Source: an optimization exercise on an open RTL-to-GDS flow (aim: small area and a short achievable clock period). Production flows keep margins and buffers that such runs may drop. Function was checked by simulation only, so behaviour that the tests miss may differ from the original. Power figures rest on the tool's default switching activity, not on a simulated workload.

==> flow/design.v (excerpt) <==
module mac(
  input clk,
  input rst,
  input signed [7:0] in_a,
  input signed [7:0] in_b,
  output logic signed [15:0] out);
  logic rst_q;
  logic [15:0] reg_c;
  logic [15:0] row0_d, row0;
  logic [15:0] row1_d, row1;
  wire pp0_0, pp0_1, pp0_2, pp0_3, pp0_4, pp0_5, pp0_6, pp0_7, pp1_0, pp1_1,
       pp1_2, pp1_3, pp1_4, pp1_5, pp1_6, pp1_7, pp2_0, pp2_1, pp2_2, pp2_3,
       pp2_4, pp2_5, pp2_6, pp2_7, pp3_0, pp3_1, pp3_2, pp3_3, pp3_4, pp3_5,
       pp3_6, pp3_7, pp4_0, pp4_1, pp4_2, pp4_3, pp4_4, pp4_5, pp4_6, pp4_7,
       pp5_0, pp5_1, pp5_2, pp5_3, pp5_4, pp5_5, pp5_6, pp5_7, pp6_0, pp6_1,
       pp6_2, pp6_3, pp6_4, pp6_5, pp6_6, pp6_7, pp7_0, pp7_1, pp7_2, pp7_3,
       pp7_4, pp7_5, pp7_6, pp7_7, s1, c2, s3, c4, s5, c6,
       s7, c8, s9, c10, s11, c12, s13, c14, s15, c16,
       s17, c18, s19, c20, s21, c22, s23, c24, s25, c26,
       s27, c28, s29, c30, s31, c32, s33, c34, s35, c36,
       s37, c38, s39, c40, s41, c42, s43, c44, s45, c46,
       s47, c48, s49, c50, s51, c52, s53, c54, s55, c56,
       s57, c58, s59, c60, s61, c62, s63, c64, s65, c66,
       s67, c68, s69, c70, s71, c72, s73, c74, s75, c76,
       s77, c78, s79, c80, s81, c82, s83, c84;
  assign pp0_0 = in_a[0] & in_b[0];
  assign pp0_1 = in_a[0] & in_b[1];
  assign pp0_2 = in_a[0] & in_b[2];
  assign pp0_3 = in_a[0] & in_b[3];
  assign pp0_4 = in_a[0] & in_b[4];
  assign pp0_5 = in_a[0] & in_b[5];
  assign pp0_6 = in_a[0] & in_b[6];
  assign pp0_7 = in_a[0] & in_b[7];
  ...
Size: roughly 270 cells after synthesis.
clock: 4.2 ns
lec_check: 0
cap_margin: 20
core_margin: 2
core_utilization: 40
setup_slack_margin: 1.7
slew_margin: 20
standard.sh (not shown) runs the stock make flow with config.mk's settings and CLKGATE_MAP_FILE= SYNTH_SCRIPT=/design/flow/synth_recipe.tcl, a recipe that flattens the netlist after the stock synthesis.
==> flow/flow/run.sh <==
#!/bin/bash
# Standard layout flow with two changes: Yosys's synth runs with -noabc, so
# the full adders written in the RTL reach extract_fa without the inverters
# abc -fast would add, and the port buffers are plain buf_1 cells (repair
# still upsizes them where timing needs it). Each tool's output is logged.
set -e
bash standard.sh SYNTH_ARGS=-noabc "BUFFER_PORTS_ARGS=-buffer_cell sky130_fd_sc_hd__buf_1" finish > standard.log 2>&1
Change:
==> flow/flow/run.sh (replaced) <==
#!/bin/bash
# Standard layout flow with two changes: Yosys's synth runs with -noabc, so
# the full adders written in the RTL reach extract_fa without the inverters
# abc -fast would add, CTS adds no dummy loads, and the port buffers are plain buf_1 cells (repair
# still upsizes them where timing needs it). Each tool's output is logged.
set -e
bash standard.sh SYNTH_ARGS=-noabc "BUFFER_PORTS_ARGS=-buffer_cell sky130_fd_sc_hd__buf_1" "CTS_ARGS=-sink_clustering_enable -repair_clock_nets -dont_use_dummy_load -buf_list sky130_fd_sc_hd__clkbuf_4" finish > standard.log 2>&1
--- a/flow/config.mk
+++ b/flow/config.mk
@@ -10,3 +10,3 @@
 export CORE_UTILIZATION = 40
-export SETUP_SLACK_MARGIN = 1.7
+export SETUP_SLACK_MARGIN = 1.4
 export SLEW_MARGIN = 20
What happened: Design area fell by 6.7%. Non-clock buffer count fell by 3. First-iteration DRC count rose by 69%. Synthesized cell count stays the same.
Change:
==> flow/run.sh (new file) <==
#!/bin/bash
# synth_recipe.tcl (not shown) runs the flow's synth.tcl, then flattens the netlist and writes it again
# the make line also repeats each setting of config.mk as NAME=value (left out here)
make -C /OpenROAD-flow-scripts/flow DESIGN_CONFIG=/design/flow/config.mk WORK_HOME=/design/flow/orfs CLKGATE_MAP_FILE= SYNTH_SCRIPT=/design/flow/synth_recipe.tcl finish
removed: flow/flow/run.sh
removed: flow/standard.sh
Outcome: Setup slack loses 0.038 ns. Routed wire length increases by a few percent. Fmax shrinks slightly.
Change:
==> flow/flow/run.sh (new file) <==
#!/bin/bash
# Standard layout flow with two changes: Yosys's synth runs with -noabc, so
# the full adders written in the RTL reach extract_fa without the inverters
# abc -fast would add, and the port buffers are plain buf_1 cells (repair
# still upsizes them where timing needs it). Each tool's output is logged.
set -e
bash standard.sh SYNTH_ARGS=-noabc "BUFFER_PORTS_ARGS=-buffer_cell sky130_fd_sc_hd__buf_1" finish > standard.log 2>&1
==> flow/standard.sh (new file) <==
#!/bin/bash
# synth_recipe.tcl (not shown) runs the flow's synth.tcl, then flattens the netlist and writes it again
# the make line also repeats each setting of config.mk as NAME=value (left out here)
make -C /OpenROAD-flow-scripts/flow DESIGN_CONFIG=/design/flow/config.mk WORK_HOME=/design/flow/orfs CLKGATE_MAP_FILE= SYNTH_SCRIPT=/design/flow/synth_recipe.tcl "${@:-finish}"
removed: flow/run.sh
After rerunning:
- The changed run went through all stages and came out clean
- power drops by 1.2%
- routed wire length falls by 3.6%
- sequential share of layout area rose by 1.8 points

[re-timing with driven ports]
How much do the figures lean on ideal ports? The routed layouts below were timed once more, with nothing changed but the port constraints. Step 1: set_driving_cell puts a clkbuf_16 on clk and a buf_2 on each other input, an assumption about the parent block. Step 2 moves the port delays by t, midway between the first and last clock arrival at a register: inputs arrive t later, outputs are due t later. That takes back most of the time a late clock gives input paths. Slacks: no drivers / after step 1 / after step 2; pairs: no drivers / after step 1.
run	t (ns)	setup WS [ns]	slew at the worst register clock pin (ns)
the first run	0.320	1.491 / 1.476 / 1.157	0.09 / 0.09
the second run	0.359	1.483 / 1.483 / 1.123	0.12 / 0.12
the third run	0.317	1.445 / 1.440 / 1.124	0.09 / 0.09
the fourth run	0.322	1.424 / 1.433 / 1.111	0.09 / 0.09
After both steps every run listed still meets setup and hold. The setup slack of the second run, which loses most, moves by 0.000 ns with the drivers and by -0.360 ns with both steps.
